What follows belongs to an exercise in optimizing a design on an open flow for small area; a production flow would make more cautious choices.
The RTL of this run was laid out without a check of its function.
Power figures rest on the tool's default switching activity, not on a simulated workload.

### flow/config.mk
export PLATFORM = sky130hd
export DESIGN_NAME = regmap
export DESIGN_NICKNAME = regmap
export VERILOG_FILES = /design/flow/design.v
export SDC_FILE = /design/flow/constraint.sdc
export NUM_CORES = 4
export LEC_CHECK = 0
export CAP_MARGIN = 20
export CORE_MARGIN = 2
export CORE_UTILIZATION = 40
export SLEW_MARGIN = 20
### flow/constraint.sdc
create_clock -name core_clock -period 5.0 [get_ports {clk}]
set_input_delay 1.0000 -clock core_clock [delete_from_list [all_inputs] [get_ports {clk}]]
set_output_delay 1.0000 -clock core_clock [all_outputs]
set_load 0.01 [all_outputs]
### flow/design.v
module regmap #(
    parameter ADDR_W = 32,
    parameter DATA_W = 32,
    parameter STRB_W = DATA_W / 8
)(
    input clk,
    input rst,
    output [31:0] csr_sampl_num_val_out,
    output [15:0] csr_area0_start_val_out,
    output [15:0] csr_area1_start_val_out,
    output [15:0] csr_area2_start_val_out,
    output [15:0] csr_area0_end_val_out,
    output [15:0] csr_area1_end_val_out,
    output [15:0] csr_area2_end_val_out,
    output  csr_buf_ctrl_spec_req_out,
    output  csr_buf_ctrl_area_req_out,
    output [7:0] csr_acc_start_val_out,
    output [7:0] csr_acc_stop_val_out,
    output [15:0] csr_adc_th_val_out,
    output [2:0] csr_adc_filter_window_size_out,
    output  csr_adc_filter_bypass_out,
    output [3:0] csr_bline_ctrl_averagings_out,
    output  csr_bline_ctrl_auto_baseline_out,
    output [15:0] csr_bline_manual_val_out,
    output [15:0] csr_bline_acc_val_out,
    output [5:0] csr_bline_trend_delay_val_out,
    input csr_bline_actual_val_en,
    input [14:0] csr_bline_actual_val_in,
    output  csr_gate_ctrl_hysteresis_en_out,
    output  csr_gate_ctrl_pileup_reject_out,
    output [5:0] csr_gate_ctrl_pre_trigger_out,
    output  csr_dump_ctrl_enable_out,
    output [10:0] csr_dump_ctrl_samples_out,
    output [15:0] csr_pileup_acc_val_out,
    output [5:0] csr_pileup_trend_delay_val_out,
    input csr_pileup_actual_val_en,
    input  csr_pileup_actual_val_in,
    output  csr_pileup_cnt_ctrl_frame_rst_out,
    output  csr_pileup_cnt_ctrl_pileup_cnt_rst_out,
    input [31:0] csr_pileup_cnt_val_in,
    output [15:0] csr_count_th_0_val_out,
    input csr_count_val_0_val_en,
    input [31:0] csr_count_val_0_val_in,
    output [15:0] csr_count_th_1_val_out,
    input csr_count_val_1_val_en,
    input [31:0] csr_count_val_1_val_in,
    input [7:0] csr_ver_val_in,
    input [7:0] csr_sub_val_in,
    input [7:0] csr_rev_val_in,
    input  [ADDR_W-1:0] axil_awaddr,
    input  [2:0]        axil_awprot,
    input               axil_awvalid,
    output              axil_awready,
    input  [DATA_W-1:0] axil_wdata,
    input  [STRB_W-1:0] axil_wstrb,
    input               axil_wvalid,
    output              axil_wready,
    output [1:0]        axil_bresp,
    output              axil_bvalid,
    input               axil_bready,
    input  [ADDR_W-1:0] axil_araddr,
    input  [2:0]        axil_arprot,
    input               axil_arvalid,
    output              axil_arready,
    output [DATA_W-1:0] axil_rdata,
    output [1:0]        axil_rresp,
    output              axil_rvalid,
    input               axil_rready
);
wire              wready;
wire [ADDR_W-1:0] waddr;
wire [DATA_W-1:0] wdata;
wire              wen;
wire [STRB_W-1:0] wstrb;
wire [DATA_W-1:0] rdata;
wire              rvalid;
wire [ADDR_W-1:0] raddr;
wire              ren;
    reg [ADDR_W-1:0] waddr_int;
    reg [ADDR_W-1:0] raddr_int;
    reg [DATA_W-1:0] wdata_int;
    reg [STRB_W-1:0] strb_int;
    reg              awflag;
    reg              wflag;
    reg              arflag;
    reg              rflag;
    reg              axil_bvalid_int;
    reg [DATA_W-1:0] axil_rdata_int;
    reg              axil_rvalid_int;
    assign axil_awready = ~awflag;
    assign axil_wready  = ~wflag;
    assign axil_bvalid  = axil_bvalid_int;
    assign waddr        = waddr_int;
    assign wdata        = wdata_int;
    assign wstrb        = strb_int;
    assign wen          = awflag && wflag;
    assign axil_bresp   = 'd0;  
    always @(posedge clk) begin
        if (rst == 1'b1) begin
            waddr_int       <= 'd0;
            wdata_int       <= 'd0;
            strb_int        <= 'd0;
            awflag          <= 1'b0;
            wflag           <= 1'b0;
            axil_bvalid_int <= 1'b0;
        end else begin
            if (axil_awvalid == 1'b1 && awflag == 1'b0) begin
                awflag    <= 1'b1;
                waddr_int <= axil_awaddr;
            end else if (wen == 1'b1 && wready == 1'b1) begin
                awflag    <= 1'b0;
            end
            if (axil_wvalid == 1'b1 && wflag == 1'b0) begin
                wflag     <= 1'b1;
                wdata_int <= axil_wdata;
                strb_int  <= axil_wstrb;
            end else if (wen == 1'b1 && wready == 1'b1) begin
                wflag     <= 1'b0;
            end
            if (axil_bvalid_int == 1'b1 && axil_bready == 1'b1) begin
                axil_bvalid_int <= 1'b0;
            end else if ((axil_wvalid == 1'b1 && awflag == 1'b1) || (axil_awvalid == 1'b1 && wflag == 1'b1) || (wflag == 1'b1 && awflag == 1'b1)) begin
                axil_bvalid_int <= wready;
            end
        end
    end
    assign axil_arready = ~arflag;
    assign axil_rdata   = axil_rdata_int;
    assign axil_rvalid  = axil_rvalid_int;
    assign raddr        = raddr_int;
    assign ren          = arflag && ~rflag;
    assign axil_rresp   = 'd0;  
    always @(posedge clk) begin
        if (rst == 1'b1) begin
            raddr_int       <= 'd0;
            arflag          <= 1'b0;
            rflag           <= 1'b0;
            axil_rdata_int  <= 'd0;
            axil_rvalid_int <= 1'b0;
        end else begin
            if (axil_arvalid == 1'b1 && arflag == 1'b0) begin
                arflag    <= 1'b1;
                raddr_int <= axil_araddr;
            end else if (axil_rvalid_int == 1'b1 && axil_rready == 1'b1) begin
                arflag    <= 1'b0;
            end
            if (rvalid == 1'b1 && ren == 1'b1 && rflag == 1'b0) begin
                rflag <= 1'b1;
            end else if (axil_rvalid_int == 1'b1 && axil_rready == 1'b1) begin
                rflag <= 1'b0;
            end
            if (rvalid == 1'b1 && axil_rvalid_int == 1'b0) begin
                axil_rdata_int  <= rdata;
                axil_rvalid_int <= 1'b1;
            end else if (axil_rvalid_int == 1'b1 && axil_rready == 1'b1) begin
                axil_rvalid_int <= 1'b0;
            end
        end
    end
wire [31:0] csr_sampl_num_rdata;
wire csr_sampl_num_wen;
assign csr_sampl_num_wen = wen && (waddr == 32'h0);
wire csr_sampl_num_ren;
assign csr_sampl_num_ren = ren && (raddr == 32'h0);
reg csr_sampl_num_ren_ff;
always @(posedge clk) begin
    if (rst) begin
        csr_sampl_num_ren_ff <= 1'b0;
    end else begin
        csr_sampl_num_ren_ff <= csr_sampl_num_ren;
    end
end
reg [31:0] csr_sampl_num_val_ff;
assign csr_sampl_num_rdata[31:0] = csr_sampl_num_val_ff;
assign csr_sampl_num_val_out = csr_sampl_num_val_ff;
always @(posedge clk) begin
    if (rst) begin
        csr_sampl_num_val_ff <= 32'h7735940;
    end else  begin
     if (csr_sampl_num_wen) begin
            if (wstrb[0]) begin
                csr_sampl_num_val_ff[7:0] <= wdata[7:0];
            end
            if (wstrb[1]) begin
                csr_sampl_num_val_ff[15:8] <= wdata[15:8];
            end
            if (wstrb[2]) begin
                csr_sampl_num_val_ff[23:16] <= wdata[23:16];
            end
            if (wstrb[3]) begin
                csr_sampl_num_val_ff[31:24] <= wdata[31:24];
            end
        end else begin
            csr_sampl_num_val_ff <= csr_sampl_num_val_ff;
        end
    end
end
wire [31:0] csr_area0_start_rdata;
assign csr_area0_start_rdata[31:16] = 16'h0;
wire csr_area0_start_wen;
assign csr_area0_start_wen = wen && (waddr == 32'h4);
wire csr_area0_start_ren;
assign csr_area0_start_ren = ren && (raddr == 32'h4);
reg csr_area0_start_ren_ff;
always @(posedge clk) begin
    if (rst) begin
        csr_area0_start_ren_ff <= 1'b0;
    end else begin
        csr_area0_start_ren_ff <= csr_area0_start_ren;
    end
end
reg [15:0] csr_area0_start_val_ff;
assign csr_area0_start_rdata[15:0] = csr_area0_start_val_ff;
assign csr_area0_start_val_out = csr_area0_start_val_ff;
always @(posedge clk) begin
    if (rst) begin
        csr_area0_start_val_ff <= 16'h0;
    end else  begin
     if (csr_area0_start_wen) begin
            if (wstrb[0]) begin
                csr_area0_start_val_ff[7:0] <= wdata[7:0];
            end
            if (wstrb[1]) begin
                csr_area0_start_val_ff[15:8] <= wdata[15:8];
            end
        end else begin
            csr_area0_start_val_ff <= csr_area0_start_val_ff;
        end
    end
end
wire [31:0] csr_area1_start_rdata;
assign csr_area1_start_rdata[31:16] = 16'h0;
wire csr_area1_start_wen;
assign csr_area1_start_wen = wen && (waddr == 32'h8);
wire csr_area1_start_ren;
assign csr_area1_start_ren = ren && (raddr == 32'h8);
reg csr_area1_start_ren_ff;
always @(posedge clk) begin
    if (rst) begin
        csr_area1_start_ren_ff <= 1'b0;
    end else begin
        csr_area1_start_ren_ff <= csr_area1_start_ren;
    end
end
reg [15:0] csr_area1_start_val_ff;
assign csr_area1_start_rdata[15:0] = csr_area1_start_val_ff;
assign csr_area1_start_val_out = csr_area1_start_val_ff;
always @(posedge clk) begin
    if (rst) begin
        csr_area1_start_val_ff <= 16'h0;
    end else  begin
     if (csr_area1_start_wen) begin
            if (wstrb[0]) begin
                csr_area1_start_val_ff[7:0] <= wdata[7:0];
            end
            if (wstrb[1]) begin
                csr_area1_start_val_ff[15:8] <= wdata[15:8];
            end
        end else begin
            csr_area1_start_val_ff <= csr_area1_start_val_ff;
        end
    end
end
wire [31:0] csr_area2_start_rdata;
assign csr_area2_start_rdata[31:16] = 16'h0;
wire csr_area2_start_wen;
assign csr_area2_start_wen = wen && (waddr == 32'hc);
wire csr_area2_start_ren;
assign csr_area2_start_ren = ren && (raddr == 32'hc);
reg csr_area2_start_ren_ff;
always @(posedge clk) begin
    if (rst) begin
        csr_area2_start_ren_ff <= 1'b0;
    end else begin
        csr_area2_start_ren_ff <= csr_area2_start_ren;
    end
end
reg [15:0] csr_area2_start_val_ff;
assign csr_area2_start_rdata[15:0] = csr_area2_start_val_ff;
assign csr_area2_start_val_out = csr_area2_start_val_ff;
always @(posedge clk) begin
    if (rst) begin
        csr_area2_start_val_ff <= 16'h0;
    end else  begin
     if (csr_area2_start_wen) begin
            if (wstrb[0]) begin
                csr_area2_start_val_ff[7:0] <= wdata[7:0];
            end
            if (wstrb[1]) begin
                csr_area2_start_val_ff[15:8] <= wdata[15:8];
            end
        end else begin
            csr_area2_start_val_ff <= csr_area2_start_val_ff;
        end
    end
end
wire [31:0] csr_area0_end_rdata;
assign csr_area0_end_rdata[31:16] = 16'h0;
wire csr_area0_end_wen;
assign csr_area0_end_wen = wen && (waddr == 32'h10);
wire csr_area0_end_ren;
assign csr_area0_end_ren = ren && (raddr == 32'h10);
reg csr_area0_end_ren_ff;
always @(posedge clk) begin
    if (rst) begin
        csr_area0_end_ren_ff <= 1'b0;
    end else begin
        csr_area0_end_ren_ff <= csr_area0_end_ren;
    end
end
reg [15:0] csr_area0_end_val_ff;
assign csr_area0_end_rdata[15:0] = csr_area0_end_val_ff;
assign csr_area0_end_val_out = csr_area0_end_val_ff;
always @(posedge clk) begin
    if (rst) begin
        csr_area0_end_val_ff <= 16'h3ff;
    end else  begin
     if (csr_area0_end_wen) begin
            if (wstrb[0]) begin
                csr_area0_end_val_ff[7:0] <= wdata[7:0];
            end
            if (wstrb[1]) begin
                csr_area0_end_val_ff[15:8] <= wdata[15:8];
            end
        end else begin
            csr_area0_end_val_ff <= csr_area0_end_val_ff;
        end
    end
end
wire [31:0] csr_area1_end_rdata;
assign csr_area1_end_rdata[31:16] = 16'h0;
wire csr_area1_end_wen;
assign csr_area1_end_wen = wen && (waddr == 32'h14);
wire csr_area1_end_ren;
assign csr_area1_end_ren = ren && (raddr == 32'h14);
reg csr_area1_end_ren_ff;
always @(posedge clk) begin
    if (rst) begin
        csr_area1_end_ren_ff <= 1'b0;
    end else begin
        csr_area1_end_ren_ff <= csr_area1_end_ren;
    end
end
reg [15:0] csr_area1_end_val_ff;
assign csr_area1_end_rdata[15:0] = csr_area1_end_val_ff;
assign csr_area1_end_val_out = csr_area1_end_val_ff;
always @(posedge clk) begin
    if (rst) begin
        csr_area1_end_val_ff <= 16'h0;
    end else  begin
     if (csr_area1_end_wen) begin
            if (wstrb[0]) begin
                csr_area1_end_val_ff[7:0] <= wdata[7:0];
            end
            if (wstrb[1]) begin
                csr_area1_end_val_ff[15:8] <= wdata[15:8];
            end
        end else begin
            csr_area1_end_val_ff <= csr_area1_end_val_ff;
        end
    end
end
wire [31:0] csr_area2_end_rdata;
assign csr_area2_end_rdata[31:16] = 16'h0;
wire csr_area2_end_wen;
assign csr_area2_end_wen = wen && (waddr == 32'h18);
wire csr_area2_end_ren;
assign csr_area2_end_ren = ren && (raddr == 32'h18);
reg csr_area2_end_ren_ff;
always @(posedge clk) begin
    if (rst) begin
        csr_area2_end_ren_ff <= 1'b0;
    end else begin
        csr_area2_end_ren_ff <= csr_area2_end_ren;
    end
end
reg [15:0] csr_area2_end_val_ff;
assign csr_area2_end_rdata[15:0] = csr_area2_end_val_ff;
assign csr_area2_end_val_out = csr_area2_end_val_ff;
always @(posedge clk) begin
    if (rst) begin
        csr_area2_end_val_ff <= 16'h0;
    end else  begin
     if (csr_area2_end_wen) begin
            if (wstrb[0]) begin
                csr_area2_end_val_ff[7:0] <= wdata[7:0];
            end
            if (wstrb[1]) begin
                csr_area2_end_val_ff[15:8] <= wdata[15:8];
            end
        end else begin
            csr_area2_end_val_ff <= csr_area2_end_val_ff;
        end
    end
end
wire [31:0] csr_buf_ctrl_rdata;
assign csr_buf_ctrl_rdata[31:2] = 30'h0;
wire csr_buf_ctrl_wen;
assign csr_buf_ctrl_wen = wen && (waddr == 32'h1c);
reg  csr_buf_ctrl_spec_req_ff;
assign csr_buf_ctrl_rdata[0] = 1'b0;
assign csr_buf_ctrl_spec_req_out = csr_buf_ctrl_spec_req_ff;
always @(posedge clk) begin
    if (rst) begin
        csr_buf_ctrl_spec_req_ff <= 1'b0;
    end else  begin
     if (csr_buf_ctrl_wen) begin
            if (wstrb[0]) begin
                csr_buf_ctrl_spec_req_ff <= wdata[0];
            end
        end else begin
            csr_buf_ctrl_spec_req_ff <= csr_buf_ctrl_spec_req_ff;
        end
    end
end
reg  csr_buf_ctrl_area_req_ff;
assign csr_buf_ctrl_rdata[1] = 1'b0;
assign csr_buf_ctrl_area_req_out = csr_buf_ctrl_area_req_ff;
always @(posedge clk) begin
    if (rst) begin
        csr_buf_ctrl_area_req_ff <= 1'b0;
    end else  begin
     if (csr_buf_ctrl_wen) begin
            if (wstrb[0]) begin
                csr_buf_ctrl_area_req_ff <= wdata[1];
            end
        end else begin
            csr_buf_ctrl_area_req_ff <= csr_buf_ctrl_area_req_ff;
        end
    end
end
wire [31:0] csr_acc_start_rdata;
assign csr_acc_start_rdata[31:8] = 24'h0;
wire csr_acc_start_wen;
assign csr_acc_start_wen = wen && (waddr == 32'h20);
wire csr_acc_start_ren;
assign csr_acc_start_ren = ren && (raddr == 32'h20);
reg csr_acc_start_ren_ff;
always @(posedge clk) begin
    if (rst) begin
        csr_acc_start_ren_ff <= 1'b0;
    end else begin
        csr_acc_start_ren_ff <= csr_acc_start_ren;
    end
end
reg [7:0] csr_acc_start_val_ff;
assign csr_acc_start_rdata[7:0] = csr_acc_start_val_ff;
assign csr_acc_start_val_out = csr_acc_start_val_ff;
always @(posedge clk) begin
    if (rst) begin
        csr_acc_start_val_ff <= 8'h0;
    end else  begin
     if (csr_acc_start_wen) begin
            if (wstrb[0]) begin
                csr_acc_start_val_ff[7:0] <= wdata[7:0];
            end
        end else begin
            csr_acc_start_val_ff <= csr_acc_start_val_ff;
        end
    end
end
wire [31:0] csr_acc_stop_rdata;
assign csr_acc_stop_rdata[31:8] = 24'h0;
wire csr_acc_stop_wen;
assign csr_acc_stop_wen = wen && (waddr == 32'h24);
wire csr_acc_stop_ren;
assign csr_acc_stop_ren = ren && (raddr == 32'h24);
reg csr_acc_stop_ren_ff;
always @(posedge clk) begin
    if (rst) begin
        csr_acc_stop_ren_ff <= 1'b0;
    end else begin
        csr_acc_stop_ren_ff <= csr_acc_stop_ren;
    end
end
reg [7:0] csr_acc_stop_val_ff;
assign csr_acc_stop_rdata[7:0] = csr_acc_stop_val_ff;
assign csr_acc_stop_val_out = csr_acc_stop_val_ff;
always @(posedge clk) begin
    if (rst) begin
        csr_acc_stop_val_ff <= 8'h80;
    end else  begin
     if (csr_acc_stop_wen) begin
            if (wstrb[0]) begin
                csr_acc_stop_val_ff[7:0] <= wdata[7:0];
            end
        end else begin
            csr_acc_stop_val_ff <= csr_acc_stop_val_ff;
        end
    end
end
wire [31:0] csr_adc_th_rdata;
assign csr_adc_th_rdata[31:16] = 16'h0;
wire csr_adc_th_wen;
assign csr_adc_th_wen = wen && (waddr == 32'h28);
wire csr_adc_th_ren;
assign csr_adc_th_ren = ren && (raddr == 32'h28);
reg csr_adc_th_ren_ff;
always @(posedge clk) begin
    if (rst) begin
        csr_adc_th_ren_ff <= 1'b0;
    end else begin
        csr_adc_th_ren_ff <= csr_adc_th_ren;
    end
end
reg [15:0] csr_adc_th_val_ff;
assign csr_adc_th_rdata[15:0] = csr_adc_th_val_ff;
assign csr_adc_th_val_out = csr_adc_th_val_ff;
always @(posedge clk) begin
    if (rst) begin
        csr_adc_th_val_ff <= 16'hfa;
    end else  begin
     if (csr_adc_th_wen) begin
            if (wstrb[0]) begin
                csr_adc_th_val_ff[7:0] <= wdata[7:0];
            end
            if (wstrb[1]) begin
                csr_adc_th_val_ff[15:8] <= wdata[15:8];
            end
        end else begin
            csr_adc_th_val_ff <= csr_adc_th_val_ff;
        end
    end
end
wire [31:0] csr_adc_filter_rdata;
assign csr_adc_filter_rdata[6:3] = 4'h0;
assign csr_adc_filter_rdata[31:8] = 24'h0;
wire csr_adc_filter_wen;
assign csr_adc_filter_wen = wen && (waddr == 32'h2c);
wire csr_adc_filter_ren;
assign csr_adc_filter_ren = ren && (raddr == 32'h2c);
reg csr_adc_filter_ren_ff;
always @(posedge clk) begin
    if (rst) begin
        csr_adc_filter_ren_ff <= 1'b0;
    end else begin
        csr_adc_filter_ren_ff <= csr_adc_filter_ren;
    end
end
reg [2:0] csr_adc_filter_window_size_ff;
assign csr_adc_filter_rdata[2:0] = csr_adc_filter_window_size_ff;
assign csr_adc_filter_window_size_out = csr_adc_filter_window_size_ff;
always @(posedge clk) begin
    if (rst) begin
        csr_adc_filter_window_size_ff <= 3'h2;
    end else  begin
     if (csr_adc_filter_wen) begin
            if (wstrb[0]) begin
                csr_adc_filter_window_size_ff[2:0] <= wdata[2:0];
            end
        end else begin
            csr_adc_filter_window_size_ff <= csr_adc_filter_window_size_ff;
        end
    end
end
reg  csr_adc_filter_bypass_ff;
assign csr_adc_filter_rdata[7] = csr_adc_filter_bypass_ff;
assign csr_adc_filter_bypass_out = csr_adc_filter_bypass_ff;
always @(posedge clk) begin
    if (rst) begin
        csr_adc_filter_bypass_ff <= 1'b1;
    end else  begin
     if (csr_adc_filter_wen) begin
            if (wstrb[0]) begin
                csr_adc_filter_bypass_ff <= wdata[7];
            end
        end else begin
            csr_adc_filter_bypass_ff <= csr_adc_filter_bypass_ff;
        end
    end
end
wire [31:0] csr_bline_ctrl_rdata;
assign csr_bline_ctrl_rdata[6:4] = 3'h0;
assign csr_bline_ctrl_rdata[31:8] = 24'h0;
wire csr_bline_ctrl_wen;
assign csr_bline_ctrl_wen = wen && (waddr == 32'h30);
wire csr_bline_ctrl_ren;
assign csr_bline_ctrl_ren = ren && (raddr == 32'h30);
reg csr_bline_ctrl_ren_ff;
always @(posedge clk) begin
    if (rst) begin
        csr_bline_ctrl_ren_ff <= 1'b0;
    end else begin
        csr_bline_ctrl_ren_ff <= csr_bline_ctrl_ren;
    end
end
reg [3:0] csr_bline_ctrl_averagings_ff;
assign csr_bline_ctrl_rdata[3:0] = csr_bline_ctrl_averagings_ff;
assign csr_bline_ctrl_averagings_out = csr_bline_ctrl_averagings_ff;
always @(posedge clk) begin
    if (rst) begin
        csr_bline_ctrl_averagings_ff <= 4'h6;
    end else  begin
     if (csr_bline_ctrl_wen) begin
            if (wstrb[0]) begin
                csr_bline_ctrl_averagings_ff[3:0] <= wdata[3:0];
            end
        end else begin
            csr_bline_ctrl_averagings_ff <= csr_bline_ctrl_averagings_ff;
        end
    end
end
reg  csr_bline_ctrl_auto_baseline_ff;
assign csr_bline_ctrl_rdata[7] = csr_bline_ctrl_auto_baseline_ff;
assign csr_bline_ctrl_auto_baseline_out = csr_bline_ctrl_auto_baseline_ff;
always @(posedge clk) begin
    if (rst) begin
        csr_bline_ctrl_auto_baseline_ff <= 1'b0;
    end else  begin
     if (csr_bline_ctrl_wen) begin
            if (wstrb[0]) begin
                csr_bline_ctrl_auto_baseline_ff <= wdata[7];
            end
        end else begin
            csr_bline_ctrl_auto_baseline_ff <= csr_bline_ctrl_auto_baseline_ff;
        end
    end
end
wire [31:0] csr_bline_manual_rdata;
assign csr_bline_manual_rdata[31:16] = 16'h0;
wire csr_bline_manual_wen;
assign csr_bline_manual_wen = wen && (waddr == 32'h34);
wire csr_bline_manual_ren;
assign csr_bline_manual_ren = ren && (raddr == 32'h34);
reg csr_bline_manual_ren_ff;
always @(posedge clk) begin
    if (rst) begin
        csr_bline_manual_ren_ff <= 1'b0;
    end else begin
        csr_bline_manual_ren_ff <= csr_bline_manual_ren;
    end
end
reg [15:0] csr_bline_manual_val_ff;
assign csr_bline_manual_rdata[15:0] = csr_bline_manual_val_ff;
assign csr_bline_manual_val_out = csr_bline_manual_val_ff;
always @(posedge clk) begin
    if (rst) begin
        csr_bline_manual_val_ff <= 16'h0;
    end else  begin
     if (csr_bline_manual_wen) begin
            if (wstrb[0]) begin
                csr_bline_manual_val_ff[7:0] <= wdata[7:0];
            end
            if (wstrb[1]) begin
                csr_bline_manual_val_ff[15:8] <= wdata[15:8];
            end
        end else begin
            csr_bline_manual_val_ff <= csr_bline_manual_val_ff;
        end
    end
end
wire [31:0] csr_bline_acc_rdata;
assign csr_bline_acc_rdata[31:16] = 16'h0;
wire csr_bline_acc_wen;
assign csr_bline_acc_wen = wen && (waddr == 32'h38);
wire csr_bline_acc_ren;
assign csr_bline_acc_ren = ren && (raddr == 32'h38);
reg csr_bline_acc_ren_ff;
always @(posedge clk) begin
    if (rst) begin
        csr_bline_acc_ren_ff <= 1'b0;
    end else begin
        csr_bline_acc_ren_ff <= csr_bline_acc_ren;
    end
end
reg [15:0] csr_bline_acc_val_ff;
assign csr_bline_acc_rdata[15:0] = csr_bline_acc_val_ff;
assign csr_bline_acc_val_out = csr_bline_acc_val_ff;
always @(posedge clk) begin
    if (rst) begin
        csr_bline_acc_val_ff <= 16'h14;
    end else  begin
     if (csr_bline_acc_wen) begin
            if (wstrb[0]) begin
                csr_bline_acc_val_ff[7:0] <= wdata[7:0];
            end
            if (wstrb[1]) begin
                csr_bline_acc_val_ff[15:8] <= wdata[15:8];
            end
        end else begin
            csr_bline_acc_val_ff <= csr_bline_acc_val_ff;
        end
    end
end
wire [31:0] csr_bline_trend_delay_rdata;
assign csr_bline_trend_delay_rdata[31:6] = 26'h0;
wire csr_bline_trend_delay_wen;
assign csr_bline_trend_delay_wen = wen && (waddr == 32'h3c);
wire csr_bline_trend_delay_ren;
assign csr_bline_trend_delay_ren = ren && (raddr == 32'h3c);
reg csr_bline_trend_delay_ren_ff;
always @(posedge clk) begin
    if (rst) begin
        csr_bline_trend_delay_ren_ff <= 1'b0;
    end else begin
        csr_bline_trend_delay_ren_ff <= csr_bline_trend_delay_ren;
    end
end
reg [5:0] csr_bline_trend_delay_val_ff;
assign csr_bline_trend_delay_rdata[5:0] = csr_bline_trend_delay_val_ff;
assign csr_bline_trend_delay_val_out = csr_bline_trend_delay_val_ff;
always @(posedge clk) begin
    if (rst) begin
        csr_bline_trend_delay_val_ff <= 6'hf;
    end else  begin
     if (csr_bline_trend_delay_wen) begin
            if (wstrb[0]) begin
                csr_bline_trend_delay_val_ff[5:0] <= wdata[5:0];
            end
        end else begin
            csr_bline_trend_delay_val_ff <= csr_bline_trend_delay_val_ff;
        end
    end
end
wire [31:0] csr_bline_actual_rdata;
assign csr_bline_actual_rdata[31:15] = 17'h0;
wire csr_bline_actual_ren;
assign csr_bline_actual_ren = ren && (raddr == 32'h40);
reg csr_bline_actual_ren_ff;
always @(posedge clk) begin
    if (rst) begin
        csr_bline_actual_ren_ff <= 1'b0;
    end else begin
        csr_bline_actual_ren_ff <= csr_bline_actual_ren;
    end
end
reg [14:0] csr_bline_actual_val_ff;
assign csr_bline_actual_rdata[14:0] = csr_bline_actual_val_ff;
always @(posedge clk) begin
    if (rst) begin
        csr_bline_actual_val_ff <= 15'h0;
    end else  begin
      if (csr_bline_actual_val_en) begin
            csr_bline_actual_val_ff <= csr_bline_actual_val_in;
        end
    end
end
wire [31:0] csr_gate_ctrl_rdata;
assign csr_gate_ctrl_rdata[31:8] = 24'h0;
wire csr_gate_ctrl_wen;
assign csr_gate_ctrl_wen = wen && (waddr == 32'h44);
wire csr_gate_ctrl_ren;
assign csr_gate_ctrl_ren = ren && (raddr == 32'h44);
reg csr_gate_ctrl_ren_ff;
always @(posedge clk) begin
    if (rst) begin
        csr_gate_ctrl_ren_ff <= 1'b0;
    end else begin
        csr_gate_ctrl_ren_ff <= csr_gate_ctrl_ren;
    end
end
reg  csr_gate_ctrl_hysteresis_en_ff;
assign csr_gate_ctrl_rdata[0] = csr_gate_ctrl_hysteresis_en_ff;
assign csr_gate_ctrl_hysteresis_en_out = csr_gate_ctrl_hysteresis_en_ff;
always @(posedge clk) begin
    if (rst) begin
        csr_gate_ctrl_hysteresis_en_ff <= 1'b0;
    end else  begin
     if (csr_gate_ctrl_wen) begin
            if (wstrb[0]) begin
                csr_gate_ctrl_hysteresis_en_ff <= wdata[0];
            end
        end else begin
            csr_gate_ctrl_hysteresis_en_ff <= csr_gate_ctrl_hysteresis_en_ff;
        end
    end
end
reg  csr_gate_ctrl_pileup_reject_ff;
assign csr_gate_ctrl_rdata[1] = csr_gate_ctrl_pileup_reject_ff;
assign csr_gate_ctrl_pileup_reject_out = csr_gate_ctrl_pileup_reject_ff;
always @(posedge clk) begin
    if (rst) begin
        csr_gate_ctrl_pileup_reject_ff <= 1'b0;
    end else  begin
     if (csr_gate_ctrl_wen) begin
            if (wstrb[0]) begin
                csr_gate_ctrl_pileup_reject_ff <= wdata[1];
            end
        end else begin
            csr_gate_ctrl_pileup_reject_ff <= csr_gate_ctrl_pileup_reject_ff;
        end
    end
end
reg [5:0] csr_gate_ctrl_pre_trigger_ff;
assign csr_gate_ctrl_rdata[7:2] = csr_gate_ctrl_pre_trigger_ff;
assign csr_gate_ctrl_pre_trigger_out = csr_gate_ctrl_pre_trigger_ff;
always @(posedge clk) begin
    if (rst) begin
        csr_gate_ctrl_pre_trigger_ff <= 6'h0;
    end else  begin
     if (csr_gate_ctrl_wen) begin
            if (wstrb[0]) begin
                csr_gate_ctrl_pre_trigger_ff[5:0] <= wdata[7:2];
            end
        end else begin
            csr_gate_ctrl_pre_trigger_ff <= csr_gate_ctrl_pre_trigger_ff;
        end
    end
end
wire [31:0] csr_dump_ctrl_rdata;
assign csr_dump_ctrl_rdata[31:12] = 20'h0;
wire csr_dump_ctrl_wen;
assign csr_dump_ctrl_wen = wen && (waddr == 32'h48);
wire csr_dump_ctrl_ren;
assign csr_dump_ctrl_ren = ren && (raddr == 32'h48);
reg csr_dump_ctrl_ren_ff;
always @(posedge clk) begin
    if (rst) begin
        csr_dump_ctrl_ren_ff <= 1'b0;
    end else begin
        csr_dump_ctrl_ren_ff <= csr_dump_ctrl_ren;
    end
end
reg  csr_dump_ctrl_enable_ff;
assign csr_dump_ctrl_rdata[0] = 1'b0;
assign csr_dump_ctrl_enable_out = csr_dump_ctrl_enable_ff;
always @(posedge clk) begin
    if (rst) begin
        csr_dump_ctrl_enable_ff <= 1'b0;
    end else  begin
     if (csr_dump_ctrl_wen) begin
            if (wstrb[0]) begin
                csr_dump_ctrl_enable_ff <= wdata[0];
            end
        end else begin
            csr_dump_ctrl_enable_ff <= 1'b0;
        end
    end
end
reg [10:0] csr_dump_ctrl_samples_ff;
assign csr_dump_ctrl_rdata[11:1] = csr_dump_ctrl_samples_ff;
assign csr_dump_ctrl_samples_out = csr_dump_ctrl_samples_ff;
always @(posedge clk) begin
    if (rst) begin
        csr_dump_ctrl_samples_ff <= 11'h0;
    end else  begin
     if (csr_dump_ctrl_wen) begin
            if (wstrb[0]) begin
                csr_dump_ctrl_samples_ff[6:0] <= wdata[7:1];
            end
            if (wstrb[1]) begin
                csr_dump_ctrl_samples_ff[10:7] <= wdata[11:8];
            end
        end else begin
            csr_dump_ctrl_samples_ff <= csr_dump_ctrl_samples_ff;
        end
    end
end
wire [31:0] csr_pileup_acc_rdata;
assign csr_pileup_acc_rdata[31:16] = 16'h0;
wire csr_pileup_acc_wen;
assign csr_pileup_acc_wen = wen && (waddr == 32'h4c);
wire csr_pileup_acc_ren;
assign csr_pileup_acc_ren = ren && (raddr == 32'h4c);
reg csr_pileup_acc_ren_ff;
always @(posedge clk) begin
    if (rst) begin
        csr_pileup_acc_ren_ff <= 1'b0;
    end else begin
        csr_pileup_acc_ren_ff <= csr_pileup_acc_ren;
    end
end
reg [15:0] csr_pileup_acc_val_ff;
assign csr_pileup_acc_rdata[15:0] = csr_pileup_acc_val_ff;
assign csr_pileup_acc_val_out = csr_pileup_acc_val_ff;
always @(posedge clk) begin
    if (rst) begin
        csr_pileup_acc_val_ff <= 16'h14;
    end else  begin
     if (csr_pileup_acc_wen) begin
            if (wstrb[0]) begin
                csr_pileup_acc_val_ff[7:0] <= wdata[7:0];
            end
            if (wstrb[1]) begin
                csr_pileup_acc_val_ff[15:8] <= wdata[15:8];
            end
        end else begin
            csr_pileup_acc_val_ff <= csr_pileup_acc_val_ff;
        end
    end
end
wire [31:0] csr_pileup_trend_delay_rdata;
assign csr_pileup_trend_delay_rdata[31:6] = 26'h0;
wire csr_pileup_trend_delay_wen;
assign csr_pileup_trend_delay_wen = wen && (waddr == 32'h50);
wire csr_pileup_trend_delay_ren;
assign csr_pileup_trend_delay_ren = ren && (raddr == 32'h50);
reg csr_pileup_trend_delay_ren_ff;
always @(posedge clk) begin
    if (rst) begin
        csr_pileup_trend_delay_ren_ff <= 1'b0;
    end else begin
        csr_pileup_trend_delay_ren_ff <= csr_pileup_trend_delay_ren;
    end
end
reg [5:0] csr_pileup_trend_delay_val_ff;
assign csr_pileup_trend_delay_rdata[5:0] = csr_pileup_trend_delay_val_ff;
assign csr_pileup_trend_delay_val_out = csr_pileup_trend_delay_val_ff;
always @(posedge clk) begin
    if (rst) begin
        csr_pileup_trend_delay_val_ff <= 6'h0;
    end else  begin
     if (csr_pileup_trend_delay_wen) begin
            if (wstrb[0]) begin
                csr_pileup_trend_delay_val_ff[5:0] <= wdata[5:0];
            end
        end else begin
            csr_pileup_trend_delay_val_ff <= csr_pileup_trend_delay_val_ff;
        end
    end
end
wire [31:0] csr_pileup_actual_rdata;
assign csr_pileup_actual_rdata[31:1] = 31'h0;
wire csr_pileup_actual_ren;
assign csr_pileup_actual_ren = ren && (raddr == 32'h54);
reg csr_pileup_actual_ren_ff;
always @(posedge clk) begin
    if (rst) begin
        csr_pileup_actual_ren_ff <= 1'b0;
    end else begin
        csr_pileup_actual_ren_ff <= csr_pileup_actual_ren;
    end
end
reg  csr_pileup_actual_val_ff;
assign csr_pileup_actual_rdata[0] = csr_pileup_actual_val_ff;
always @(posedge clk) begin
    if (rst) begin
        csr_pileup_actual_val_ff <= 1'b0;
    end else  begin
      if (csr_pileup_actual_val_en) begin
            csr_pileup_actual_val_ff <= csr_pileup_actual_val_in;
        end
    end
end
wire [31:0] csr_pileup_cnt_ctrl_rdata;
assign csr_pileup_cnt_ctrl_rdata[31:2] = 30'h0;
wire csr_pileup_cnt_ctrl_wen;
assign csr_pileup_cnt_ctrl_wen = wen && (waddr == 32'h58);
wire csr_pileup_cnt_ctrl_ren;
assign csr_pileup_cnt_ctrl_ren = ren && (raddr == 32'h58);
reg csr_pileup_cnt_ctrl_ren_ff;
always @(posedge clk) begin
    if (rst) begin
        csr_pileup_cnt_ctrl_ren_ff <= 1'b0;
    end else begin
        csr_pileup_cnt_ctrl_ren_ff <= csr_pileup_cnt_ctrl_ren;
    end
end
reg  csr_pileup_cnt_ctrl_frame_rst_ff;
assign csr_pileup_cnt_ctrl_rdata[0] = csr_pileup_cnt_ctrl_frame_rst_ff;
assign csr_pileup_cnt_ctrl_frame_rst_out = csr_pileup_cnt_ctrl_frame_rst_ff;
always @(posedge clk) begin
    if (rst) begin
        csr_pileup_cnt_ctrl_frame_rst_ff <= 1'b0;
    end else  begin
     if (csr_pileup_cnt_ctrl_wen) begin
            if (wstrb[0]) begin
                csr_pileup_cnt_ctrl_frame_rst_ff <= wdata[0];
            end
        end else begin
            csr_pileup_cnt_ctrl_frame_rst_ff <= csr_pileup_cnt_ctrl_frame_rst_ff;
        end
    end
end
reg  csr_pileup_cnt_ctrl_pileup_cnt_rst_ff;
assign csr_pileup_cnt_ctrl_rdata[1] = 1'b0;
assign csr_pileup_cnt_ctrl_pileup_cnt_rst_out = csr_pileup_cnt_ctrl_pileup_cnt_rst_ff;
always @(posedge clk) begin
    if (rst) begin
        csr_pileup_cnt_ctrl_pileup_cnt_rst_ff <= 1'b0;
    end else  begin
     if (csr_pileup_cnt_ctrl_wen) begin
            if (wstrb[0]) begin
                csr_pileup_cnt_ctrl_pileup_cnt_rst_ff <= wdata[1];
            end
        end else begin
            csr_pileup_cnt_ctrl_pileup_cnt_rst_ff <= 1'b0;
        end
    end
end
wire [31:0] csr_pileup_cnt_rdata;
wire csr_pileup_cnt_ren;
assign csr_pileup_cnt_ren = ren && (raddr == 32'h5c);
reg csr_pileup_cnt_ren_ff;
always @(posedge clk) begin
    if (rst) begin
        csr_pileup_cnt_ren_ff <= 1'b0;
    end else begin
        csr_pileup_cnt_ren_ff <= csr_pileup_cnt_ren;
    end
end
reg [31:0] csr_pileup_cnt_val_ff;
assign csr_pileup_cnt_rdata[31:0] = csr_pileup_cnt_val_ff;
always @(posedge clk) begin
    if (rst) begin
        csr_pileup_cnt_val_ff <= 32'h0;
    end else  begin
              begin            csr_pileup_cnt_val_ff <= csr_pileup_cnt_val_in;
        end
    end
end
wire [31:0] csr_count_th_0_rdata;
assign csr_count_th_0_rdata[31:16] = 16'h0;
wire csr_count_th_0_wen;
assign csr_count_th_0_wen = wen && (waddr == 32'h60);
wire csr_count_th_0_ren;
assign csr_count_th_0_ren = ren && (raddr == 32'h60);
reg csr_count_th_0_ren_ff;
always @(posedge clk) begin
    if (rst) begin
        csr_count_th_0_ren_ff <= 1'b0;
    end else begin
        csr_count_th_0_ren_ff <= csr_count_th_0_ren;
    end
end
reg [15:0] csr_count_th_0_val_ff;
assign csr_count_th_0_rdata[15:0] = csr_count_th_0_val_ff;
assign csr_count_th_0_val_out = csr_count_th_0_val_ff;
always @(posedge clk) begin
    if (rst) begin
        csr_count_th_0_val_ff <= 16'hfa;
    end else  begin
     if (csr_count_th_0_wen) begin
            if (wstrb[0]) begin
                csr_count_th_0_val_ff[7:0] <= wdata[7:0];
            end
            if (wstrb[1]) begin
                csr_count_th_0_val_ff[15:8] <= wdata[15:8];
            end
        end else begin
            csr_count_th_0_val_ff <= csr_count_th_0_val_ff;
        end
    end
end
wire [31:0] csr_count_val_0_rdata;
wire csr_count_val_0_ren;
assign csr_count_val_0_ren = ren && (raddr == 32'h64);
reg csr_count_val_0_ren_ff;
always @(posedge clk) begin
    if (rst) begin
        csr_count_val_0_ren_ff <= 1'b0;
    end else begin
        csr_count_val_0_ren_ff <= csr_count_val_0_ren;
    end
end
reg [31:0] csr_count_val_0_val_ff;
assign csr_count_val_0_rdata[31:0] = csr_count_val_0_val_ff;
always @(posedge clk) begin
    if (rst) begin
        csr_count_val_0_val_ff <= 32'h0;
    end else  begin
      if (csr_count_val_0_val_en) begin
            csr_count_val_0_val_ff <= csr_count_val_0_val_in;
        end
    end
end
wire [31:0] csr_count_th_1_rdata;
assign csr_count_th_1_rdata[31:16] = 16'h0;
wire csr_count_th_1_wen;
assign csr_count_th_1_wen = wen && (waddr == 32'h68);
wire csr_count_th_1_ren;
assign csr_count_th_1_ren = ren && (raddr == 32'h68);
reg csr_count_th_1_ren_ff;
always @(posedge clk) begin
    if (rst) begin
        csr_count_th_1_ren_ff <= 1'b0;
    end else begin
        csr_count_th_1_ren_ff <= csr_count_th_1_ren;
    end
end
reg [15:0] csr_count_th_1_val_ff;
assign csr_count_th_1_rdata[15:0] = csr_count_th_1_val_ff;
assign csr_count_th_1_val_out = csr_count_th_1_val_ff;
always @(posedge clk) begin
    if (rst) begin
        csr_count_th_1_val_ff <= 16'h1f4;
    end else  begin
     if (csr_count_th_1_wen) begin
            if (wstrb[0]) begin
                csr_count_th_1_val_ff[7:0] <= wdata[7:0];
            end
            if (wstrb[1]) begin
                csr_count_th_1_val_ff[15:8] <= wdata[15:8];
            end
        end else begin
            csr_count_th_1_val_ff <= csr_count_th_1_val_ff;
        end
    end
end
wire [31:0] csr_count_val_1_rdata;
wire csr_count_val_1_ren;
assign csr_count_val_1_ren = ren && (raddr == 32'h6c);
reg csr_count_val_1_ren_ff;
always @(posedge clk) begin
    if (rst) begin
        csr_count_val_1_ren_ff <= 1'b0;
    end else begin
        csr_count_val_1_ren_ff <= csr_count_val_1_ren;
    end
end
reg [31:0] csr_count_val_1_val_ff;
assign csr_count_val_1_rdata[31:0] = csr_count_val_1_val_ff;
always @(posedge clk) begin
    if (rst) begin
        csr_count_val_1_val_ff <= 32'h0;
    end else  begin
      if (csr_count_val_1_val_en) begin
            csr_count_val_1_val_ff <= csr_count_val_1_val_in;
        end
    end
end
wire [31:0] csr_ver_rdata;
assign csr_ver_rdata[31:8] = 24'h0;
wire csr_ver_ren;
assign csr_ver_ren = ren && (raddr == 32'h400);
reg csr_ver_ren_ff;
always @(posedge clk) begin
    if (rst) begin
        csr_ver_ren_ff <= 1'b0;
    end else begin
        csr_ver_ren_ff <= csr_ver_ren;
    end
end
reg [7:0] csr_ver_val_ff;
assign csr_ver_rdata[7:0] = csr_ver_val_ff;
always @(posedge clk) begin
    if (rst) begin
        csr_ver_val_ff <= 8'h0;
    end else  begin
              begin            csr_ver_val_ff <= csr_ver_val_in;
        end
    end
end
wire [31:0] csr_sub_rdata;
assign csr_sub_rdata[31:8] = 24'h0;
wire csr_sub_ren;
assign csr_sub_ren = ren && (raddr == 32'h404);
reg csr_sub_ren_ff;
always @(posedge clk) begin
    if (rst) begin
        csr_sub_ren_ff <= 1'b0;
    end else begin
        csr_sub_ren_ff <= csr_sub_ren;
    end
end
reg [7:0] csr_sub_val_ff;
assign csr_sub_rdata[7:0] = csr_sub_val_ff;
always @(posedge clk) begin
    if (rst) begin
        csr_sub_val_ff <= 8'h0;
    end else  begin
              begin            csr_sub_val_ff <= csr_sub_val_in;
        end
    end
end
wire [31:0] csr_rev_rdata;
assign csr_rev_rdata[31:8] = 24'h0;
wire csr_rev_ren;
assign csr_rev_ren = ren && (raddr == 32'h408);
reg csr_rev_ren_ff;
always @(posedge clk) begin
    if (rst) begin
        csr_rev_ren_ff <= 1'b0;
    end else begin
        csr_rev_ren_ff <= csr_rev_ren;
    end
end
reg [7:0] csr_rev_val_ff;
assign csr_rev_rdata[7:0] = csr_rev_val_ff;
always @(posedge clk) begin
    if (rst) begin
        csr_rev_val_ff <= 8'h0;
    end else  begin
              begin            csr_rev_val_ff <= csr_rev_val_in;
        end
    end
end
assign wready = 1'b1;
reg [31:0] rdata_ff;
always @(posedge clk) begin
    if (rst) begin
        rdata_ff <= 32'h0;
    end else if (ren) begin
        case (raddr)
            32'h0: rdata_ff <= csr_sampl_num_rdata;
            32'h4: rdata_ff <= csr_area0_start_rdata;
            32'h8: rdata_ff <= csr_area1_start_rdata;
            32'hc: rdata_ff <= csr_area2_start_rdata;
            32'h10: rdata_ff <= csr_area0_end_rdata;
            32'h14: rdata_ff <= csr_area1_end_rdata;
            32'h18: rdata_ff <= csr_area2_end_rdata;
            32'h1c: rdata_ff <= csr_buf_ctrl_rdata;
            32'h20: rdata_ff <= csr_acc_start_rdata;
            32'h24: rdata_ff <= csr_acc_stop_rdata;
            32'h28: rdata_ff <= csr_adc_th_rdata;
            32'h2c: rdata_ff <= csr_adc_filter_rdata;
            32'h30: rdata_ff <= csr_bline_ctrl_rdata;
            32'h34: rdata_ff <= csr_bline_manual_rdata;
            32'h38: rdata_ff <= csr_bline_acc_rdata;
            32'h3c: rdata_ff <= csr_bline_trend_delay_rdata;
            32'h40: rdata_ff <= csr_bline_actual_rdata;
            32'h44: rdata_ff <= csr_gate_ctrl_rdata;
            32'h48: rdata_ff <= csr_dump_ctrl_rdata;
            32'h4c: rdata_ff <= csr_pileup_acc_rdata;
            32'h50: rdata_ff <= csr_pileup_trend_delay_rdata;
            32'h54: rdata_ff <= csr_pileup_actual_rdata;
            32'h58: rdata_ff <= csr_pileup_cnt_ctrl_rdata;
            32'h5c: rdata_ff <= csr_pileup_cnt_rdata;
            32'h60: rdata_ff <= csr_count_th_0_rdata;
            32'h64: rdata_ff <= csr_count_val_0_rdata;
            32'h68: rdata_ff <= csr_count_th_1_rdata;
            32'h6c: rdata_ff <= csr_count_val_1_rdata;
            32'h400: rdata_ff <= csr_ver_rdata;
            32'h404: rdata_ff <= csr_sub_rdata;
            32'h408: rdata_ff <= csr_rev_rdata;
            default: rdata_ff <= 32'h0;
        endcase
    end else begin
        rdata_ff <= 32'h0;
    end
end
assign rdata = rdata_ff;
reg rvalid_ff;
always @(posedge clk) begin
    if (rst) begin
        rvalid_ff <= 1'b0;
    end else if (ren && rvalid) begin
        rvalid_ff <= 1'b0;
    end else if (ren) begin
        rvalid_ff <= 1'b1;
    end
end
assign rvalid = rvalid_ff;
endmodule
### flow/run.sh
#!/bin/bash
# synth_recipe.tcl (not shown) runs the flow's synth.tcl, then flattens the netlist and writes it again
# the make line also repeats each setting of config.mk as NAME=value (left out here)
make -C /OpenROAD-flow-scripts/flow DESIGN_CONFIG=/design/flow/config.mk WORK_HOME=/design/flow/orfs CLKGATE_MAP_FILE= SYNTH_SCRIPT=/design/flow/synth_recipe.tcl finish
==> impl_metrics.py <==
metrics = {
    "global_routing": {
        "antenna_found_initial": 3,
        "grt-busiest-layer": "met2",
        "grt_use_met1": 0.457,
        "grt_pass1_vias": 21300,
        "use_met2": 0.509,
        "grt_pass1_wl_mm": 149,
        "overflow": 0,
        "grt_max_degree": 181,
        "globalRouteMet3Util": 0.0819,
        "track_usage": 0.334,
    },
    "min_path": {
        "min_from": "rdata_ff[17]",
        "hold_end": "axil_rdata_int[17]",
        "hold-path-cell-count": 2,
        "hp-class": "flip-flop to flip-flop",
    },
    "cells_and_area": {
        "fin_util": 0.545,
        "syn_to_final_growth_pct": 35.2,
        "n_fill_cell": 5394,
        "final_cell_mix": "591 x dfxtp_1, 565 x clkdlybuf4s50_1, 474 x nand2_1",
        "final_net_count": 3391,
        "drive_gt1_frac": 0.0665,
        "layout_commonest_cell": "dfxtp_1",
    },
    "worst_setup_path": {
        "reg2regPathDepth": 9,
        "path_cells": "or4_1 -> nand2b_2 -> buf_4 -> nor4_4 -> buf_4 -> a22o_1 -> a221oi_1 -> and4_1 -> a41oi_2",
        "r2r-end": "rdata_ff[6]",
        "worstSetupPathType": "flip-flop to flip-flop",
        "arrival_ns": 4.26,
        "ff2ff_setup_slack_ns": 1.30,
        "crit_path_frequent_cell": "buf_4",
        "cp_slowest_cell": "nand2b_2",
        "startpoint_type": "flip-flop",
        "max_stage_delay_ns": 0.58,
        "path_max_fanout": 27,
        "setup.worst_path.end_class": "flip-flop",
        "r2r_start": "raddr_int[11]",
        "path_buf_inv": 2,
        "cp_top_family": "simple AND/OR/NAND/NOR gates",
        "cp.required_ns": 5.56,
    },
    "yosys": {
        "avgSynthCellArea_um2": 8.87,
        "yosysSeqAreaShare": 0.501,
        "netlist_instances": 2666,
        "synth-compound-area-share": 0.169,
        "synthArstFlopShare": 0,
        "synth_area_mm2": 0.0236,
        "synthMuxAreaShare": 0.0775,
        "synth_cell_type_count": 67,
        "synth_seq_cells": 592,
        "synth-simple-area-share": 0.208,
        "synth-xor-area-share": 0.000370,
        "synth_warnings": 1,
        "synth_top_family_by_area": "simple AND/OR/NAND/NOR gates",
        "ys.flop_type": "dfxtp_1",
        "synth-edff-count": 0,
        "synth_fa_ha_area_frac": 0,
    },
    "timing": {
        "min_period_ns": 3.70,
        "hold_violations": 0,
        "fin_crit_sh": 0.740,
        "rsz0062_at_grt": "no",
        "tightest_slew_ns": 1.19,
        "layout_setup_ws_ns": 1.30,
        "maxSlewHeadroom": 0.205,
        "fin_tns_setup_ns": 0,
        "fmax_mhz": 270,
        "slew_viol_final": 0,
        "final-setup-viol-count": 0,
        "fin_skew_ns": 0.0355,
    },
    "die": {
        "num_rows": 89,
        "die_area_mm2": 0.0611,
        "chipHeight_um": 247,
        "start_util": 0.403,
        "coreArea_mm2": 0.0587,
        "ioPinCount": 579,
        "die_w_um": 247,
    },
    "detailed_routing": {
        "routed_wl_mm": 106,
        "num_vias": 22800,
        "detail_route.first_pass.iterations": 7,
        "postRouteAntennaNets": 0,
        "drtIter0Drc": 2632,
        "drc_errors": 0,
        "routed_via_density": 5.75,
        "wl_per_cell_um": 26.8,
    },
    "clocking": {
        "clockBufferDepth": 3,
        "cts_root_buffer": "clkbuf_16",
        "clkTransAtPathRegs_ns": 0.06,
        "cts_made_buffers": 61,
        "cts.sinks": 592,
        "tritoncts": "built",
        "clk_latency_ns": 0.66,
        "hold_buffers": 0,
        "h-tree-depth": 2,
        "ctsResizeCount": 0,
        "post_cts_buffers": 0,
    },
    "placed_design": {
        "pre_cts_slack_ns": 1.41,
        "port_buffers": 568,
        "dp_hpwl_mm": 77.7,
        "routabilityCongestion": 0.961,
    },
    "power": {
        "p_comb_frac": 0.073,
        "peakVddDrop_v": 0.000310,
        "pwr-share-clk": 0.456,
        "p_int_mw": 8.01,
        "powerDensity_mw_per_mm2": 330,
        "p_seq_frac": 0.471,
        "fin_total_pwr_mw": 10.6,
        "switching_share": 0.242,
        "switchingPower_mw": 2.55,
        "p_leak_nw": 11.6,
    },
    "job": {
        "drv_cap": 0,
    },
    "outcome": {
        "status": "no timing/DRC/antenna violations",
    },
}
-- layout make-up --
class	instances	area [um2]	share of cell area
flip-flops and latches	592	11900	0.371
multi-input cells	1839	10800	0.338
repair buffers	624	6130	0.192
clock buffers	95	1850	0.0577
well taps	773	967	0.0303
clock inverters	19	272	0.00849
inverters	20	75.1	0.00235
diodes	1	2.50	0.0000783
-- cells by family after synthesis --
group,after synthesis
AND/OR/NAND/NOR,1022
AO/OA/AOI/OAI,629
flip-flops,592
buffers and inverters,238
multiplexers,183
XOR/XNOR,1
other,1
-- flip-flops by register name, summed over array words and instances (netlist names), 32 cells and up --
signal	flops
csr_count_val_1_val_ff	32
wdata_int	32
csr_sampl_num_val_ff	32
csr_pileup_cnt_val_ff	32
raddr_int	32
waddr_int	32
rdata_ff	32
axil_rdata_int	32
csr_count_val_0_val_ff	32
-- worst max path at each step --
stage | from | to | cells past startpoint
detailed placement | raddr_int[11] | rdata_ff[6] | 9
floorplan | raddr_int[11] | rdata_ff[11] | 9
global route | raddr_int[11] | rdata_ff[13] | 9
CTS | raddr_int[11] | rdata_ff[12] | 8
finish | raddr_int[11] | rdata_ff[6] | 9
global placement | raddr_int[27] | rdata_ff[4] | 7
-- power groups by stage --
stage / logic (mW) / registers, mW / clock network [mW]
after floorplan: 0.468 / 4.99 / 0
after global placement: 0.748 / 5.07 / 0
after detailed placement: 0.761 / 5.07 / 0
after CTS: 0.766 / 4.97 / 4.85
after global routing: 0.823 / 4.98 / 5.04
final: 0.769 / 4.98 / 4.81
-- per-stage QoR --
step           cells  instance area [um2]  hold WS [ns]
6_report        3963                32000         0.436
3_5_place_dp    3848                29800         0.426
5_1_grt         3963                32000         0.443
2_1_floorplan   2669                23700         0.417
3_3_place_gp    3846                29800         0.421
4_1_cts         3962                32000         0.435
-- worst reg2reg max path, delay by kind of cell, from the launching register on --
| kind | cells | cell delay, ns |
|---|---|---|
| compound gates | 3 | 0.45 |
| flops | 1 | 0.31 |
| buf+inv | 2 | 0.93 |
| simple gates | 4 | 1.95 |
-- routing by layer --
metal  vias up  share of wire  wire (um)
met3       200           0.11      11700
met5         -        0.00026         28
met4         4          0.037       3910
met1     11000           0.41      44000
met2      1307           0.44      46400
li1      10300              -          -
-- Yosys cell counts, types with 3 or more instances --
| cell | count | area share |
|---|---|---|
| buf_1 | 18 | 0.0029 |
| a22o_1 | 44 | 0.016 |
| mux2i_1 | 183 | 0.077 |
| a21oi_1 | 302 | 0.064 |
| a211o_1 | 28 | 0.010 |
| nor2b_1 | 75 | 0.020 |
| nor2_1 | 254 | 0.040 |
| o21ai_0 | 88 | 0.019 |
| or3_1 | 3 | 0.00079 |
| a222oi_1 | 15 | 0.0063 |
| buf_4 | 14 | 0.0044 |
| nand2b_1 | 6 | 0.0016 |
| and3b_1 | 3 | 0.0011 |
| dfxtp_1 | 592 | 0.50 |
| buf_6 | 7 | 0.0033 |
| a31oi_1 | 11 | 0.0029 |
| buf_2 | 14 | 0.0030 |
| nor3_1 | 7 | 0.0015 |
| nor4_1 | 10 | 0.0026 |
| nand3b_1 | 28 | 0.0089 |
| clkbuf_1 | 163 | 0.026 |
| a221oi_1 | 46 | 0.017 |
| inv_1 | 20 | 0.0032 |
| a41oi_2 | 3 | 0.0021 |
| a22oi_1 | 73 | 0.023 |
| nor4_2 | 6 | 0.0032 |
| a32oi_1 | 3 | 0.0011 |
| and3_1 | 17 | 0.0045 |
| nand4_1 | 6 | 0.0016 |
| or2_2 | 3 | 0.00079 |
| nand2_1 | 474 | 0.075 |
| and4_1 | 7 | 0.0026 |
| nor4_4 | 17 | 0.015 |
| nand3_1 | 85 | 0.018 |

what the ideal ports hide:
How much do the figures lean on ideal ports? The routed layout below was timed once more, with nothing changed but the port constraints.
Step 1 assumes that a clkbuf_16 drives the clock port and a buf_2 every other input.
Step 2 times the ports against the registers' clock, not the clock port: input delays grow and output delays shrink by t, the midpoint of the rising clock arrivals with the driver on.
Three values: ideal ports, drivers, drivers and shift; two values: the first two.
shift t [ns]: 0.693
slack for setup (ns): 1.298 / 1.298 / 1.298
slew at the worst register clock pin (ns): 0.07 / 0.07
worst slew at a driven data input, ns: 0.10
After both steps this run still meets setup and hold. For this run, drivers alone change the setup slack by 0.000 ns; drivers and shift together by 0.000 ns.
